This is an optimization exercise on Yosys and OpenROAD, whose aim is small area and a short achievable clock period, not a production implementation. The RTL was checked by simulation tests, not by an equivalence proof against the original design. No activity file was given, so power comes from the tool's default toggle rates.

### config.mk
export PLATFORM = sky130hd
export DESIGN_NAME = RS_ArithmeticLogical
export DESIGN_NICKNAME = RS_ArithmeticLogical
export VERILOG_FILES = /design/flow/design.v
export SDC_FILE = /design/flow/constraint.sdc
export NUM_CORES = 4
export LEC_CHECK = 0
export CAP_MARGIN = 20
export CORE_MARGIN = 2
export CORE_UTILIZATION = 40
export PLACE_DENSITY = 0.5
export SETUP_SLACK_MARGIN = 0.5
export SLEW_MARGIN = 20
### constraint.sdc
create_clock -name core_clock -period 28.0 [get_ports {clk}]
set_input_delay 5.6000 -clock core_clock [delete_from_list [all_inputs] [get_ports {clk}]]
set_output_delay 5.6000 -clock core_clock [all_outputs]
set_load 0.01 [all_outputs]
### design.v
module RS_ArithmeticLogical #(
    parameter RS_AL_ENTRY_SIZE = 145
    ) (
    input  wire         clk,
    input  wire         reset,
    input  wire         stall,
    input  wire         flush,
    input  wire         RS_AL_V1,
    input  wire [RS_AL_ENTRY_SIZE-1:0] RS_AL_1,
    input  wire         RS_AL_V2,
    input  wire [RS_AL_ENTRY_SIZE-1:0] RS_AL_2,
    input  wire         ALU1_D_W,
    input  wire [15:0]  ALU1_D,
    input  wire [6:0]   ALU1_D_RR,
    input  wire         ALU2_D_W,
    input  wire [15:0]  ALU2_D,
    input  wire [6:0]   ALU2_D_RR,
    input  wire         LS_D_W,
    input  wire [15:0]  LS_D,
    input  wire [6:0]   LS_D_RR,
    output reg          rs_stall,
    output reg          ALU1_V,
    output reg  [3:0]   ALU1_opcode,
    output reg  [15:0]  ALU1_opr1,
    output reg  [15:0]  ALU1_opr2,
    output reg  [15:0]  ALU1_imm,
    output reg          ALU1_carry,
    output reg          ALU1_zero,
    output reg          ALU1_neg_opr2,
    output reg  [1:0]   ALU1_CZ_cond,
    output reg  [6:0]   ALU1_dest,
    output reg  [2:0]   ALU1_arch_dest,
    output reg  [15:0]  ALU1_prev_dest,
    output reg  [15:0]  ALU1_PC,
    output reg  [7:0]   ALU1_C_dest,
    output reg  [7:0]   ALU1_Z_dest,
    output reg          ALU1_branch_pred,
    output reg  [6:0]   ALU1_ROB_index,
    output reg          ALU2_V,
    output reg  [3:0]   ALU2_opcode,
    output reg  [15:0]  ALU2_opr1,
    output reg  [15:0]  ALU2_opr2,
    output reg  [15:0]  ALU2_imm,
    output reg          ALU2_carry,
    output reg          ALU2_zero,
    output reg          ALU2_neg_opr2,
    output reg  [1:0]   ALU2_CZ_cond,
    output reg  [6:0]   ALU2_dest,
    output reg  [2:0]   ALU2_arch_dest,
    output reg  [15:0]  ALU2_prev_dest,
    output reg  [15:0]  ALU2_PC,
    output reg  [7:0]   ALU2_C_dest,
    output reg  [7:0]   ALU2_Z_dest,
    output reg          ALU2_branch_pred,
    output reg  [6:0]   ALU2_ROB_index,
    output wire [4:0]   empty_pos1,
    output wire [4:0]   empty_pos2
);
localparam PW = 91;    
function [PW-1:0] payload;
    input [RS_AL_ENTRY_SIZE-1:0] e;
    payload = {e[143:140], e[103:88], e[87], e[86], e[85], e[76], e[67],
               e[66:60], e[59:44], e[42:35], e[34:27], e[26], e[25:10],
               e[9:3], e[2:0]};
endfunction
wire [PW-1:0] pay_a = payload(RS_AL_1);
wire [PW-1:0] pay_b = payload(RS_AL_2);
reg  [15:0]   valid;
reg  [15:0]   ov1, ov2;
reg  [PW-1:0] pay  [0:15];
reg  [15:0]   opr1 [0:15];
reg  [15:0]   opr2 [0:15];
reg  [4:0]    nfree;           
reg  [3:0]    ep1, ep2;
assign empty_pos1 = {1'b0, ep1};
assign empty_pos2 = {1'b0, ep2};
wire [15:0] free  = ~valid;
reg        bw1, bw2, bw3;
reg [15:0] bd1, bd2, bd3;
reg [6:0]  brr1, brr2, brr3;
reg [15:0] fresh;              
always @(posedge clk) begin
    bw1 <= ALU1_D_W; bd1 <= ALU1_D; brr1 <= ALU1_D_RR;
    bw2 <= ALU2_D_W; bd2 <= ALU2_D; brr2 <= ALU2_D_RR;
    bw3 <= LS_D_W;   bd3 <= LS_D;   brr3 <= LS_D_RR;
end
wire [15:0] eov1, eov2;
wire [15:0] ready = valid & eov1 & eov2;
function [31:0] pick2;
    input [15:0] x;
    reg   [15:0] o1, o2, y;
    integer q;
    begin
        for (q = 0; q < 16; q = q + 1)
            o1[q] = x[q] & ~((x << (16 - q)) != 16'd0);
        y = x & ~o1;
        for (q = 0; q < 16; q = q + 1)
            o2[q] = y[q] & ~((y << (16 - q)) != 16'd0);
        pick2 = {o2, o1};
    end
endfunction
wire [15:0] f1oh, f2oh, r1oh, r2oh;
assign {f2oh, f1oh} = pick2(free);
assign {r2oh, r1oh} = pick2(ready);
function [3:0] enc;
    input [15:0] x;
    integer q;
    begin
        enc = 4'd0;
        for (q = 0; q < 16; q = q + 1)
            if (x[q]) enc = enc | q[3:0];
    end
endfunction
wire has_r1 = |ready;
wire has_r2 = |(ready & ~r1oh);
wire iss1 = ~ALU1_V & has_r1;
wire iss2 = ~ALU2_V & has_r2;
wire [15:0] clr = (iss1 ? r1oh : 16'd0) | (iss2 ? r2oh : 16'd0);
wire disp = ~stall & ~rs_stall;
wire a1 = RS_AL_V1 & RS_AL_1[144];
wire a2 = RS_AL_V2 & RS_AL_2[144];
wire [15:0] setv = disp ? ((a1 ? f1oh : 16'd0) | (a2 ? f2oh : 16'd0)) : 16'd0;
wire [4:0] nfi = nfree + {4'd0, iss1} + {4'd0, iss2};
wire [1:0] nd  = disp ? {1'b0, a1} + {1'b0, a2} : 2'd0;
wire [4:0] nfree_n = nfi - {3'd0, nd};
wire stall_n = (nd == 2'd0) ? (nfi < 5'd2) :
               (nd == 2'd1) ? (nfi < 5'd3) : (nfi < 5'd4);
always @(posedge clk or posedge reset) begin
    if (reset) begin
        valid    <= 16'd0;
        fresh    <= 16'd0;
        nfree    <= 5'd16;
        ALU1_V   <= 1'b0;
        ALU2_V   <= 1'b0;
        rs_stall <= 1'b0;
    end else begin
        valid    <= (valid & ~clr) | setv;
        fresh    <= setv;
        nfree    <= nfree_n;
        ALU1_V   <= iss1;
        ALU2_V   <= iss2;
        rs_stall <= stall_n;
    end
end
always @(posedge clk) begin
    if (disp) begin
        ep1 <= enc(f1oh);
        ep2 <= enc(f2oh);
    end
end
wire [15:0] o1n [0:15];
wire [15:0] o2n [0:15];
genvar g;
generate for (g = 0; g < 16; g = g + 1) begin : ent
    wire first = (g == 0) ? 1'b1 : &valid[(g == 0 ? 0 : g - 1):0];
    wire sa = ~valid[g] & first;
    wire sb = ~valid[g] & ~first;
    wire m11 = bw1 & (brr1 == opr1[g][6:0]);
    wire m12 = bw2 & (brr2 == opr1[g][6:0]);
    wire m13 = bw3 & (brr3 == opr1[g][6:0]);
    wire m21 = bw1 & (brr1 == opr2[g][6:0]);
    wire m22 = bw2 & (brr2 == opr2[g][6:0]);
    wire m23 = bw3 & (brr3 == opr2[g][6:0]);
    wire w1  = ~ov1[g] & ~fresh[g];
    wire w2  = ~ov2[g] & ~fresh[g];
    assign eov1[g] = ov1[g] | (w1 & (m11 | m12 | m13));
    assign eov2[g] = ov2[g] | (w2 & (m21 | m22 | m23));
    wire s11 = w1 & m11;
    wire s12 = w1 & ~m11 & m12;
    wire s13 = w1 & ~m11 & ~m12 & m13;
    wire h1  = ~(s11 | s12 | s13);
    wire s21 = w2 & m21;
    wire s22 = w2 & ~m21 & m22;
    wire s23 = w2 & ~m21 & ~m22 & m23;
    wire h2  = ~(s21 | s22 | s23);
    assign o1n[g] = ({16{h1}} & opr1[g]) | ({16{s11}} & bd1) |
                    ({16{s12}} & bd2) | ({16{s13}} & bd3);
    assign o2n[g] = ({16{h2}} & opr2[g]) | ({16{s21}} & bd1) |
                    ({16{s22}} & bd2) | ({16{s23}} & bd3);
    always @(posedge clk) begin
        pay[g]  <= ({PW{valid[g]}} & pay[g]) | ({PW{sa}} & pay_a) | ({PW{sb}} & pay_b);
        opr1[g] <= ({16{valid[g]}} & o1n[g]) | ({16{sa}} & RS_AL_1[137:122]) |
                   ({16{sb}} & RS_AL_2[137:122]);
        ov1[g]  <= (valid[g] & eov1[g]) | (sa & RS_AL_1[121]) | (sb & RS_AL_2[121]);
        opr2[g] <= ({16{valid[g]}} & o2n[g]) | ({16{sa}} & RS_AL_1[120:105]) |
                   ({16{sb}} & RS_AL_2[120:105]);
        ov2[g]  <= (valid[g] & eov2[g]) | (sa & RS_AL_1[104]) | (sb & RS_AL_2[104]);
    end
end endgenerate
reg [PW-1:0] rp1, rp2;
reg [15:0]   ro11, ro12, ro21, ro22;
integer m;
always @(*) begin
    rp1 = {PW{1'b0}}; rp2 = {PW{1'b0}};
    ro11 = 16'd0; ro12 = 16'd0; ro21 = 16'd0; ro22 = 16'd0;
    for (m = 0; m < 16; m = m + 1) begin
        rp1  = rp1  | ({PW{r1oh[m]}} & pay[m]);
        ro11 = ro11 | ({16{r1oh[m]}} & o1n[m]);
        ro12 = ro12 | ({16{r1oh[m]}} & o2n[m]);
        rp2  = rp2  | ({PW{r2oh[m]}} & pay[m]);
        ro21 = ro21 | ({16{r2oh[m]}} & o1n[m]);
        ro22 = ro22 | ({16{r2oh[m]}} & o2n[m]);
    end
end
always @(posedge clk) begin
    {ALU1_opcode, ALU1_imm, ALU1_neg_opr2, ALU1_CZ_cond, ALU1_carry, ALU1_zero,
     ALU1_dest, ALU1_prev_dest, ALU1_C_dest, ALU1_Z_dest, ALU1_branch_pred,
     ALU1_PC, ALU1_ROB_index, ALU1_arch_dest} <= rp1;
    ALU1_opr1 <= ro11;
    ALU1_opr2 <= ro12;
    {ALU2_opcode, ALU2_imm, ALU2_neg_opr2, ALU2_CZ_cond, ALU2_carry, ALU2_zero,
     ALU2_dest, ALU2_prev_dest, ALU2_C_dest, ALU2_Z_dest, ALU2_branch_pred,
     ALU2_PC, ALU2_ROB_index, ALU2_arch_dest} <= rp2;
    ALU2_opr1 <= ro21;
    ALU2_opr2 <= ro22;
end
endmodule
### flow/run.sh
#!/bin/bash
# The standard layout (standard.sh), with two changes to how it is made:
#  - ports are buffered with sky130_fd_sc_hd__buf_2 instead of the default cell;
#  - timing repair aims for a setup slack of 21 ns (a 7 ns period) instead of
#    0.5 ns, so that the resizer also shortens paths that already meet 28 ns.
# The constraints (constraint.sdc) are unchanged. Each tool's log is in
# orfs/logs/; make's own output is in standard.log.
set -euo pipefail
export BUFFER_PORTS_ARGS="-buffer_cell sky130_fd_sc_hd__buf_2"
bash standard.sh SETUP_SLACK_MARGIN=21 finish > standard.log 2>&1
### standard.sh
#!/bin/bash
# synth_recipe.tcl (not shown) runs the flow's synth.tcl, then flattens the netlist and writes it again
# the make line also repeats each setting of config.mk as NAME=value (left out here)
make -C /OpenROAD-flow-scripts/flow DESIGN_CONFIG=/design/flow/config.mk WORK_HOME=/design/flow/orfs CLKGATE_MAP_FILE= SYNTH_SCRIPT=/design/flow/synth_recipe.tcl "${@:-finish}"
==> results of run 1 <==
==> cell type report <==
| type | instances | area [um^2] |
|---|---|---|
| Antenna cell | 55 | 138 |
| Clock buffer | 439 | 8680 |
| Clock inverter | 81 | 966 |
| Fill cell | 33200 | 182000 |
| Inverter | 95 | 369 |
| Multi-Input combinational cell | 11600 | 77600 |
| Sequential cell | 2366 | 48900 |
| Tap cell | 4366 | 5460 |
| Timing Repair Buffer | 996 | 7010 |
==> routing by layer <==
layer,up-vias,wire length [um],track usage
met5,-,421,0
met4,70,52900,0.265
met3,2648,74000,0.0888
met2,9508,300000,0.599
met1,66600,267000,0.488
li1,58400,-,-
==> per-stage QoR <==
| stage | instance area [um^2] | setup WS [ns] |
|---|---|---|
| global placement | 138000 | 19.99 |
| detailed placement | 138000 | 19.99 |
| CTS | 149000 | 20.80 |
| global route | 149000 | 20.82 |
| floorplan | 133000 | 20.83 |
| finish | 149000 | 20.82 |
==> path summary, 6_finish.rpt <==
check | slack [ns] | startpoint | to
setup / recovery | 20.82 | ALU2_V | ALU2_V
hold / removal | 0.48 | pay[7][54] | pay[7][54]
setup reg to reg | 20.91 | brr1[1] | ALU2_Z_dest[5]
hold reg to reg | 0.48 | pay[7][54] | pay[7][54]
max in group asynchronous | 22.49 | reset | valid[12]
min in group asynchronous | 4.78 | reset | rs_stall
==> cells in the mapped netlist, types with 39 or more instances <==
cell	count
a211oi_1	201
a21boi_0	139
a21oi_1	365
a221o_1	190
a221oi_1	420
a222oi_1	568
a22o_1	273
a22oi_1	364
a31o_2	79
a31oi_1	87
a32oi_1	93
and3_1	197
buf_1	165
buf_2	58
buf_4	39
buf_6	59
clkbuf_1	1504
dfrtp_1	39
dfxtp_1	2227
edfxtp_1	99
inv_1	94
mux2i_1	1614
nand2_1	2725
nand3_1	307
nand4_1	260
nor2_1	414
nor2b_1	84
nor3_1	113
nor3b_1	105
nor4_1	91
o21ai_0	1701
o221ai_1	42
o22ai_1	92
xnor2_1	407
xor2_1	279
==> registers in the layout, indices dropped and copies added, names as in the netlist, 16 cells and up, named ones only <==
name            cells
ov1                16
valid              16
ov2                16
bd3                16
pay              1365
ALU2_imm           16
ALU2_PC            16
bd1                16
opr1              256
ALU1_PC            16
bd2                16
ALU2_prev_dest     16
ALU1_opr2          16
ALU1_imm           16
ALU2_opr1          16
ALU1_opr1          16
fresh              16
opr2              256
ALU1_prev_dest     16
ALU2_opr2          16
==> cell families after synthesis <==
| logic type | Yosys count |
|---|---|
| adder cells (fa/ha/maj) | 7 |
| flip-flops | 2366 |
| XOR/XNOR | 686 |
| AND/OR/NAND/NOR | 4455 |
| buffers and inverters | 1920 |
| AO/OA/AOI/OAI | 4869 |
| multiplexers | 1620 |
| other | 1 |
==> power by group through the flow <==
stage          clock, uW  sequential (uW)  combinational (uW)
6_report            3930             6140                7930
5_1_grt             4090             6270                8260
4_1_cts             3960             6070                7590
3_5_place_dp           0             6100                7480
3_3_place_gp           0             6110                7450
2_1_floorplan          0             5740                4520
==> timing repair <==
action,in CTS,in global routing
endpoints found under the setup margin,431,132
hold endpoints to repair,0,0
pin swaps,3,0
gates cloned,3,0
resized for setup,212,69
buffers inserted,4,2
==> flow_summary.toml, run 1 <==
[clock_network]
cts_root_buffer = "clkbuf_16"
clk_path_buf_depth = 4
clock_latency_ns = 1.01
numCtsBuffers = 289
htreeDepth = 5
cts_tree = "done"
cts.sinks = 2366
clk_pin_slew_worst_paths_ns = 0.07
cts_hold_buf = 0

[sta]
fin_tns_setup_ns = 0
fin_crit_ns = 7.18
worst_pin_slew_ns = 1.24
timing.slew.headroom = 0.174
rsz0062_at_grt = "true"
post-route-period-util = 0.256
setup_viol = 0
final-max-slew-violation-count = 0
finalHoldViolCount = 0
maxClockFrequency_ghz = 0.139
whs_ns = 0.480
finalClockSkew_ns = 0.0738

[route]
ant_nets = 0
wl_mm = 694
drc_errors = 0
vias = 137000
viasPerCell = 6.84
drt_pass1_iterations = 15
wl_per_cell_um = 34.6
drt_iter0_drc = 22100

[setup_path]
crit_required_ns = 22.40
cp.depth = 1
crit_arrival_ns = 1.58
r2r_cells = 16
cp-start-kind = "flop"
max_stage_delay_ns = 0.43
worstSetupPathType = "flop to output port"
end_kind = "output port"
crit_buf_inv = 1
cp_top_family = "flip-flops"
slowest_stage = "dfrtp_1"
cp_max_fo = 2
path_cells = "buf_6"

[logic_synthesis]
yosysWarnings = 4
synth_edf_count = 99
ys.flop_type = "dfxtp_1"
synth-compound-area-share = 0.260
synthMuxAreaShare = 0.122
yosysTopAreaCell = "dfxtp_1"
synth_xor_area_frac = 0.0451
synth.area.top_cells = "dfxtp_1, mux2i_1, nand2_1, o21ai_0, a222oi_1"
synth.cell_area_mm2 = 0.133
synth_top_cell_area_share = 0.335
avgSynthCellArea_um2 = 8.36
synthSimpleGateAreaFrac = 0.149
synthCells = 15900
synth_top_family_by_area = "compound AO/OA/AOI/OAI gates"
ys_ff_latch = 2366
async_flop_share = 0.0169
synth_seq_area_share = 0.365
synth_fa_ha_area_frac = 0.000752
yosysUniqueCellTypes = 102

[power_and_ir_drop]
p_seq_frac = 0.341
p_sw_frac = 0.467
clkPwrFrac = 0.218
power_frac_comb = 0.441
power_density_mw_per_mm2 = 121
power_switching_uw = 8400
internal-power_uw = 9600
ir_drop_mv = 0.197
total_power_uw = 18000
p_leak_uw = 0.0615

[placement]
place.gp.congestion = 0.973
place_inst = 19500
portBuffers = 585
hpwlAfterDp_mm = 411

[cells_and_area]
final_cell_mix = "nand2_1, dfxtp_1, o21ai_0"
finalNetCount = 15800
drive_above_1_share = 0.123
instances_no_fill = 20000
syn_to_final_growth_pct = 12.0
fin_util = 0.451
layout_commonest_cell = "nand2_1"

[global_route]
grt_pass1_wl_mm = 974
grt_overflow = 0
grt_max_degree = 202
track_usage = 0.391
grt_pass1_vias = 129000
antenna_found_initial = 111

[flow_run]
max-cap-violations = 0

[run_status]
run_status = "complete, no violations"

[hold_path]
min_path_type = "flop to flop"
min_delay_path_depth = 2

[floorplan]
start_util = 0.403
die_area_mm2 = 0.338
fp.coreArea_mm2 = 0.331
ioPinCount = 627
die_h_um = 581
num_rows = 211
die_w_um = 581
==> inputs of run 2 (changes only) <==
==> flow/run.sh (replaced) <==
#!/bin/bash
# The standard layout (standard.sh), with three changes to how it is made:
#  - ports are buffered with sky130_fd_sc_hd__buf_2 instead of the default cell;
#  - timing repair aims for a setup slack of 21 ns (a 7 ns period) instead of
#    0.5 ns, so that the resizer also shortens paths that already meet 28 ns;
#  - clock tree synthesis clusters up to 20 flip-flops within 80 um per leaf
#    buffer and inserts no dummy loads (fewer clock buffers).
# The constraints (constraint.sdc) are unchanged. Each tool's log is in
# orfs/logs/; make's own output is in standard.log.
set -euo pipefail
export BUFFER_PORTS_ARGS="-buffer_cell sky130_fd_sc_hd__buf_2"
export CTS_ARGS="-sink_clustering_enable -repair_clock_nets -sink_clustering_size 20 -sink_clustering_max_diameter 80 -dont_use_dummy_load"
bash standard.sh SETUP_SLACK_MARGIN=21 finish > standard.log 2>&1
==> flow_summary.toml, run 2 <==
[cells_and_area]
final_cell_mix = "nand2_1, dfxtp_1, o21ai_0"
fill_cells = 33700
largest_register_ffs = 1365
syn_to_final_growth_pct = 8.03
reg.largest.list = "pay x1365, opr1 x256, opr2 x256"
fin_util = 0.435
seqCellArea_mm2 = 0.0489
drive_above_1_share = 0.108
multi_input_area_mm2 = 0.0776
regMostFlops = "pay"
finalNetCount = 15600
layout_commonest_cell = "nand2_1"

[hold_path]
whs_endpoint = "pay[14][77]"
min_path_type = "flop to flop"
worstHoldStart = "pay[14][77]"
min_delay_path_depth = 2

[floorplan]
ioPinCount = 627
start_util = 0.403
num_rows = 211
die_h_um = 581
die_area_mm2 = 0.338
fp.coreArea_mm2 = 0.331
die_w_um = 581

[logic_synthesis]
yosysTopAreaCell = "dfxtp_1"
yosysUniqueCellTypes = 102
ys_ff_latch = 2366
synth_edf_count = 99
synth_seq_area_share = 0.365
synth.area.top_cells = "dfxtp_1, mux2i_1, nand2_1, o21ai_0, a222oi_1"
yosysWarnings = 4
synthCells = 15900
avgSynthCellArea_um2 = 8.36
synth.cell_area_mm2 = 0.133
async_flop_share = 0.0169
ys.flop_type = "dfxtp_1"
yosysMostFrequentCell = "nand2_1"
synth_top_cell_area_share = 0.335
synth.top_cells.by_count = "nand2_1, dfxtp_1, o21ai_0"

[setup_path]
crit_start = "ALU2_V"
cp_top_family = "flip-flops"
crit_buf_inv = 1
path_cells = "buf_6"
end_kind = "output port"
r2r_start = "brr1[1]"
crit_required_ns = 22.40
crit_arrival_ns = 1.55
cp_max_fo = 2
r2r_setup_slack_ns = 20.97
max_stage_delay_ns = 0.43
worstSetupPathType = "flop to output port"
r2r_cells = 16
r2r-end = "ALU2_branch_pred"
slowest_stage = "dfrtp_1"
cp-start-kind = "flop"

[sta]
rsz0062_at_grt = "true"
final-max-slew-violation-count = 0
finalHoldViolCount = 0
maxClockFrequency_ghz = 0.140
post-route-period-util = 0.255
timing.slew.headroom = 0.166
whs_ns = 0.486
finalClockSkew_ns = 0.0860
worst_pin_slew_ns = 1.25
setup_viol = 0
fin_crit_ns = 7.15
fin_tns_setup_ns = 0

[clock_network]
cts_hold_buf = 0
cts_root_buffer = "clkbuf_16"
clk_path_buf_depth = 4
clock_latency_ns = 0.99
clk_pin_slew_worst_paths_ns = 0.08
cts_tree = "done"
cts.sinks = 2366
htreeDepth = 4
numCtsBuffers = 170

[run_status]
run_status = "complete, no violations"

[global_route]
grt_pass1_wl_mm = 969
grt_pass1_vias = 128000
grt_overflow = 0
grt_max_degree = 202
track_usage = 0.390
antenna_found_initial = 104

[flow_run]
max-cap-violations = 0

[route]
drt_iter0_drc = 21600
wl_mm = 692
wl_per_cell_um = 35.1
drc_errors = 0
vias = 136000
ant_nets = 0
viasPerCell = 6.92
drt_pass1_iterations = 13

[power_and_ir_drop]
power_density_mw_per_mm2 = 115
ir_drop_mv = 0.194
p_leak_uw = 0.0589

[placement]
portBuffers = 585
place.gp.congestion = 0.973
hpwlAfterDp_mm = 411
run 2: changes by cell type in the layout (fill, tap and decap cells not counted), sizes merged:
cell | before | now
clkinv | 47 | 0
inv | 104 | 93
clkbuf | 441 | 170
bufinv | 16 | 0
clkinvlp | 9 | 2
buf | 994 | 996
run 2: cells by family after synthesis:
logic type | synth area share
compound gates | 0.260
xor+xnor | 0.0451
fa+ha+maj | 0.000752
buf+inv | 0.0591
flops | 0.365
mux | 0.122
other cells | 0.0000282
simple gates | 0.149
run 2: area by class of cell:
class | count | area share
Inverter | 95 | 0.00257
Clock buffer | 170 | 0.0296
Sequential cell | 2366 | 0.340
Tap cell | 4366 | 0.0380
Antenna cell | 55 | 0.000957
Multi-Input combinational cell | 11600 | 0.540
Timing Repair Buffer | 996 | 0.0494
run 2: repair_timing:
action                                  CTS  global route
buffers inserted                          3             3
pin swaps                                 3             0
gates resized for setup                 204           101
endpoints found under the setup margin  433           219
cloned                                    3             0
run 2: how the worst max path moves through the flow:
stage	slack (ns)	depth (start not counted)	end
4_1_cts	20.80	1	empty_pos1[0]
3_3_place_gp	19.99	15	ALU2_Z_dest[5]
3_5_place_dp	19.99	15	ALU2_Z_dest[5]
5_1_grt	20.82	1	empty_pos1[0]
2_1_floorplan	20.83	9	nfree[4]
6_report	20.85	1	ALU2_V
run 2: metrics by stage:
stage / total power, uW / instances / setup slack [ns] / cell area, um^2
6_report: 16500 / 19700 / 20.85 / 144000
5_1_grt: 17100 / 19700 / 20.82 / 144000
4_1_cts: 16100 / 19600 / 20.80 / 143000
3_5_place_dp: 13600 / 19500 / 19.99 / 138000
3_3_place_gp: 13600 / 19500 / 19.99 / 138000
2_1_floorplan: 10300 / 15900 / 20.83 / 133000
run 2: routing by layer:
metal  part of all wire  GRT usage
met1               0.38      0.488
met5            0.00059          0
met3               0.11     0.0901
met4              0.073      0.251
met2               0.43      0.600
run 2: power breakdown:
part | leakage (uW) | internal (uW) | switching, uW | total [uW]
sequential | 0.0202 | 4880 | 1250 | 6130
combinational | 0.0366 | 2430 | 5510 | 7940
clock | 0.00210 | 1080 | 1330 | 2400
==> inputs of run 3 (changes only) <==
--- a/config.mk
+++ b/config.mk
@@ -5,9 +5,9 @@
 export SDC_FILE = /design/flow/constraint.sdc
 export NUM_CORES = 4
 export LEC_CHECK = 0
-export CAP_MARGIN = 20
+export CAP_MARGIN = 10
 export CORE_MARGIN = 2
 export CORE_UTILIZATION = 40
 export PLACE_DENSITY = 0.5
 export SETUP_SLACK_MARGIN = 0.5
-export SLEW_MARGIN = 20
+export SLEW_MARGIN = 10
==> flow_summary.toml, run 3 <==
[run_status]
run_status = "complete, no violations"

[logic_synthesis]
synth_fa_ha_area_frac = 0.000752
synth.cell_area_mm2 = 0.133
synthSimpleGateAreaFrac = 0.149
yosysWarnings = 4
synthMuxAreaShare = 0.122
synth_top_cell_area_share = 0.335
async_flop_share = 0.0169
synth-compound-area-share = 0.260
synth.area.top_cells = "dfxtp_1, mux2i_1, nand2_1, o21ai_0, a222oi_1"
yosysMostFrequentCell = "nand2_1"
synth_top_family_by_area = "compound AO/OA/AOI/OAI gates"
synth_seq_area_share = 0.365
synthCells = 15900
ys.flop_type = "dfxtp_1"
ys_ff_latch = 2366
synth_edf_count = 99
synth_xor_area_frac = 0.0451
avgSynthCellArea_um2 = 8.36
yosysUniqueCellTypes = 102
yosysTopAreaCell = "dfxtp_1"
synth.top_cells.by_count = "nand2_1, dfxtp_1, o21ai_0"

[route]
drc_errors = 0
viasPerCell = 6.93
ant_nets = 0
vias = 136000
drt_iter0_drc = 21800
wl_mm = 692
drt_pass1_iterations = 14
wl_per_cell_um = 35.1

[cells_and_area]
reg.largest.list = "pay x1365, opr1 x256, opr2 x256"
finalNetCount = 15600
fill_cells = 33700
layout_commonest_cell = "nand2_1"
largest_register_ffs = 1365
final_cell_mix = "nand2_1, dfxtp_1, o21ai_0"
syn_to_final_growth_pct = 8.01
regMostFlops = "pay"
fin_util = 0.435
drive_above_1_share = 0.108

[sta]
maxClockFrequency_ghz = 0.140
finalHoldViolCount = 0
rsz0062_at_grt = "true"
worst_pin_slew_ns = 1.26
finalClockSkew_ns = 0.0830
setup_viol = 0
post-route-period-util = 0.256
fin_crit_ns = 7.15
timing.slew.headroom = 0.162
final-max-slew-violation-count = 0
fin_tns_setup_ns = 0

[floorplan]
fp.coreArea_mm2 = 0.331
ioPinCount = 627
die_w_um = 581
num_rows = 211
die_h_um = 581
start_util = 0.403
die_area_mm2 = 0.338

[setup_path]
worstSetupPathType = "flop to output port"
slowest_stage = "dfrtp_1"
crit_start = "ALU2_V"
r2r_start = "brr1[1]"
end_kind = "output port"
crit_buf_inv = 1
r2r_cells = 16
cp_max_fo = 2
cp-start-kind = "flop"
cp_top_family = "flip-flops"
crit_arrival_ns = 1.55
crit_required_ns = 22.40
path_cells = "buf_6"
max_stage_delay_ns = 0.43
cp.depth = 1

[clock_network]
cts.sinks = 2366
htreeDepth = 4
cts_hold_buf = 0
clk_pin_slew_worst_paths_ns = 0.07
cts_root_buffer = "clkbuf_16"
clk_path_buf_depth = 4
clock_latency_ns = 0.99
numCtsBuffers = 170
cts_tree = "done"

[global_route]
grt_use_met1 = 0.488
grtUsageMet2 = 0.600
track_usage = 0.390
grt_max_degree = 202
grt_pass1_wl_mm = 969
gr-usage-met3 = 0.0901
grt_pass1_vias = 128000
grt_busiest_layer = "met2"
antenna_found_initial = 105
grt_overflow = 0

[placement]
portBuffers = 585
place.gp.congestion = 0.973
hpwlAfterDp_mm = 411

[hold_path]
min_path_type = "flop to flop"
worstHoldStart = "pay[12][16]"
min_delay_path_depth = 2

[power_and_ir_drop]
power_density_mw_per_mm2 = 115
p_leak_uw = 0.0589
ir_drop_mv = 0.195

[flow_run]
max-cap-violations = 0
-- run 3: cell counts after synthesis --
Identical to the previous run, type by type.
-- run 3: metrics by stage --
step	instances	worst slack [ns]	instance area (um^2)	hold WS (ns)	total power (uW)
2_1_floorplan	15900	20.83	133000	0.443	10300
3_3_place_gp	19500	19.99	138000	0.460	13600
3_5_place_dp	19500	19.99	138000	0.465	13600
4_1_cts	19600	20.80	143000	0.485	16100
5_1_grt	19700	20.82	144000	0.501	17100
6_report	19700	20.85	144000	0.487	16500
-- run 3: kinds of logic (layout without fill, tap and decap cells) --
group | count (synthesis) | after routing
compound gates | 4869 | 4869
xor+xnor | 686 | 686
fa+ha+maj | 7 | 7
buf+inv | 1920 | 1261
flops | 2366 | 2366
mux | 1620 | 1620
other cells | 1 | 58
simple gates | 4455 | 4458
-- run 3: what timing repair did --
action,CTS,global route
endpoints found under the setup margin,433,224
gates resized for setup,204,101
cloned,3,0
setup buffers,3,3
pin swaps,3,0
-- run 3: path summary, 6_finish.rpt --
kind,endpoint,slack [ns]
max in group asynchronous,valid[13],22.46
worst min-delay path,pay[12][16],0.49
worst max-delay path,ALU2_V,20.85
min in group asynchronous,rs_stall,4.78
worst min register to register,pay[12][16],0.49
worst max register to register,ALU2_C_dest[3],20.97
-- run 3: per-layer routing --
layer	wire length, um	part of all wire	vias to the layer above
li1	-	-	57900
met1	266000	0.38	66600
met2	301000	0.44	9366
met3	74000	0.11	2503
met4	50100	0.072	72
met5	431	0.00062	-
-- run 3: where the power goes --
group	total (uW)	switching, uW	internal [uW]
registers	6130	1250	4880
logic	7930	5500	2430
clock network	2400	1330	1080
total	16500	8080	8390
-- run 3: cell type report --
cell class              instances  area (um^2)  area share
well taps                    4366         5460      0.0380
multi-input cells           11600        77600       0.540
flip-flops and latches       2366        48900       0.340
repair buffers                996         7090      0.0493
inverters                      95          369     0.00257
diodes                         56          140    0.000974
clock buffers                 170         4250      0.0296
==> inputs of run 4 (changes only) <==
==> flow/run.sh (replaced) <==
#!/bin/bash
# The standard layout (standard.sh), with three changes to how it is made:
#  - ports are buffered with sky130_fd_sc_hd__buf_2 instead of the default cell;
#  - timing repair aims for a setup slack of 21 ns (a 7 ns period) instead of
#    0.5 ns, so that the resizer also shortens paths that already meet 28 ns;
#  - clock tree synthesis clusters up to 22 flip-flops within 80 um per leaf
#    buffer and inserts no dummy loads (fewer clock buffers).
# The constraints (constraint.sdc) are unchanged. Each tool's log is in
# orfs/logs/; make's own output is in standard.log.
set -euo pipefail
export BUFFER_PORTS_ARGS="-buffer_cell sky130_fd_sc_hd__buf_2"
export CTS_ARGS="-sink_clustering_enable -repair_clock_nets -sink_clustering_size 22 -sink_clustering_max_diameter 80 -dont_use_dummy_load"
bash standard.sh SETUP_SLACK_MARGIN=21 finish > standard.log 2>&1
==> config.mk (replaced) <==
export PLATFORM = sky130hd
export DESIGN_NAME = RS_ArithmeticLogical
export DESIGN_NICKNAME = RS_ArithmeticLogical
export VERILOG_FILES = /design/flow/design.v
export SDC_FILE = /design/flow/constraint.sdc
export NUM_CORES = 4
export LEC_CHECK = 0
export CAP_MARGIN = 20
export CORE_MARGIN = 2
export CORE_UTILIZATION = 45
export PLACE_DENSITY = 0.55
export SETUP_SLACK_MARGIN = 0.5
export SLEW_MARGIN = 20
==> flow_summary.toml, run 4 <==
[sta]
worst_pin_slew_ns = 1.31
maxClockFrequency_ghz = 0.139
finalClockSkew_ns = 0.102
fin_crit_ns = 7.20
timing.slew.headroom = 0.126
finalHoldViolCount = 0
setup_viol = 0
post-route-period-util = 0.257
final-max-slew-violation-count = 0
fin_tns_setup_ns = 0
rsz0062_at_grt = "true"

[logic_synthesis]
yosysMostFrequentCell = "nand2_1"
synth.area.top_cells = "dfxtp_1, mux2i_1, nand2_1, o21ai_0, a222oi_1"
synth.cell_area_mm2 = 0.133
avgSynthCellArea_um2 = 8.36
synth_seq_area_share = 0.365
synth_fa_ha_area_frac = 0.000752
synth.top_cells.by_count = "nand2_1, dfxtp_1, o21ai_0"
yosysTopAreaCell = "dfxtp_1"
synthSimpleGateAreaFrac = 0.149
synth_top_family_by_area = "compound AO/OA/AOI/OAI gates"
ys.flop_type = "dfxtp_1"
synthCells = 15900
synthMuxAreaShare = 0.122
synth_top_cell_area_share = 0.335
ys_ff_latch = 2366
yosysUniqueCellTypes = 102
yosysWarnings = 4
synth_edf_count = 99
async_flop_share = 0.0169
synth_xor_area_frac = 0.0451
synth-compound-area-share = 0.260

[cells_and_area]
finalNetCount = 15600
drive_above_1_share = 0.103
final_cell_mix = "nand2_1, dfxtp_1, o21ai_0"
largest_register_ffs = 1365
layout_commonest_cell = "nand2_1"
syn_to_final_growth_pct = 7.15
regMostFlops = "pay"
instances_no_fill = 19200
reg.largest.list = "pay x1365, opr1 x256, opr2 x256"

[floorplan]
die_w_um = 548
die_area_mm2 = 0.300
ioPinCount = 627
fp.coreArea_mm2 = 0.294
start_util = 0.453
num_rows = 199
die_h_um = 548

[clock_network]
clk_pin_slew_worst_paths_ns = 0.09
clk_path_buf_depth = 4
cts_root_buffer = "clkbuf_16"
htreeDepth = 4
cts.sinks = 2366
clock_latency_ns = 0.95
cts_hold_buf = 0
cts_tree = "done"
numCtsBuffers = 162

[power_and_ir_drop]
ir_drop_mv = 0.135
p_leak_uw = 0.0586
power_density_mw_per_mm2 = 115

[flow_run]
max-cap-violations = 0

[placement]
hpwlAfterDp_mm = 385
place.gp.congestion = 1.00
place_inst = 19000
portBuffers = 585

[setup_path]
r2r-end = "ALU2_C_dest[2]"
end_kind = "output port"
crit_arrival_ns = 1.60
cp_max_fo = 2
crit_required_ns = 22.40
cp-start-kind = "flop"
worstSetupPathType = "flop to output port"
r2r_start = "brr2[5]"
crit_start = "ALU2_V"
r2r_cells = 15
endpoint = "ALU2_V"
r2r_setup_slack_ns = 20.89

[route]
drt_pass1_iterations = 12
vias = 137000
drt_iter0_drc = 24200
ant_nets = 0
wl_per_cell_um = 34.8
wl_mm = 669
drc_errors = 0
viasPerCell = 7.11

[global_route]
antenna_found_initial = 109
grt_max_degree = 187
track_usage = 0.424
grt_overflow = 0
grt_pass1_wl_mm = 940
grt_pass1_vias = 127000

[run_status]
run_status = "complete, no violations"

[hold_path]
min_path_type = "flop to flop"
-- run 4: repair_timing --
item | in CTS | in global routing
gates resized for setup | 155 | 74
pin swaps | 2 | 1
hold endpoints to repair | 0 | 0
setup buffers | 4 | 2
gates cloned | 3 | 0
endpoints found under the setup margin | 230 | 148
-- run 4: critical path, stage by stage (launching register included) --
cell	delay, ns
dfrtp_1	0.40
buf_12	0.15
buf_8	0.12
-- run 4: how the worst min path moves through the flow --
stage,from,end,slack [ns],cells past startpoint
after floorplan,pay[14][0],pay[14][0],0.44,2
after global placement,pay[14][89],pay[14][89],0.46,2
after detailed placement,pay[14][52],pay[14][52],0.47,2
after CTS,opr2[0][14],opr2[0][14],0.48,2
after global routing,pay[5][66],pay[5][66],0.51,2
final,opr2[0][14],opr2[0][14],0.49,2
-- run 4: routing by layer --
layer / share of wire / track usage
met1: 0.38 / 0.533
met2: 0.42 / 0.630
met3: 0.12 / 0.114
met4: 0.081 / 0.293
met5: 0.0011 / 0.00491
-- run 4: cell type report --
class	instances	area, um^2
fill	29100	151000
multi-input combinational	11600	77700
sequential	2366	48800
timing repair buffer	977	6740
tap	3919	4900
clock buffer	162	4050
inverter	95	362
antenna	42	105
-- run 4: per-stage QoR --
step / utilization / instance area (um^2) / hold WS, ns / total power [uW] / worst slack (ns)
2_1_floorplan: - / 133000 / 0.443 / 10300 / 20.83
3_3_place_gp: 0.468 / 138000 / 0.460 / 13400 / 20.11
3_5_place_dp: 0.468 / 138000 / 0.469 / 13400 / 20.07
4_1_cts: 0.484 / 142000 / 0.485 / 15900 / 20.78
5_1_grt: 0.485 / 143000 / 0.506 / 16900 / 20.77
6_report: 0.485 / 143000 / 0.486 / 16300 / 20.80
-- run 4: report_power, final --
group          switching (uW)  internal, uW
clock                    1290          1030
combinational            5460          2420
sequential               1260          4880
total                    8010          8320
-- run 4: kinds of logic (layout without fill, tap and decap cells) --
logic type,count (synthesis),after routing
AOI/OAI and AO/OA,4869,4869
and+or+nand+nor,4455,4456
DFF,2366,2366
buffers and inverters,1920,1234
muxes,1620,1620
xor gates and xnor gates,686,686
adders and majority gates,7,7
other,1,44

## what the ideal ports hide
In the flow no input, the clock included, has a driving cell. The finished layouts below were timed again as built, in two steps.
Step 1 assumes that a clkbuf_16 drives the clock port and a buf_2 every other input.
Step 2 adds t to the input delays and takes it off the output delays; t is the mean of the earliest and latest rising clock arrival at the registers after step 1. Input paths then give back, and output paths get back, about the clock's delay inside the block.
a / b / c = ideal / step 1 / step 2; a / b = the first two.
| run | shift t [ns] | setup WS [ns] | worst data-port slew with drivers (ns) |
|---|---|---|---|
| run 1 | 1.065 | 20.822 / 20.728 / 19.970 | 0.22 |
| run 2 | 1.037 | 20.850 / 20.757 / 19.988 | 0.22 |
| run 3 | 1.040 | 20.846 / 20.753 / 20.045 | 0.23 |
| run 4 | 1.014 | 20.796 / 20.686 / 20.120 | 0.27 |
After both steps every run listed still meets setup and hold. For run 2, which loses most, drivers alone change the setup slack by -0.093 ns; drivers and shift together by -0.862 ns.
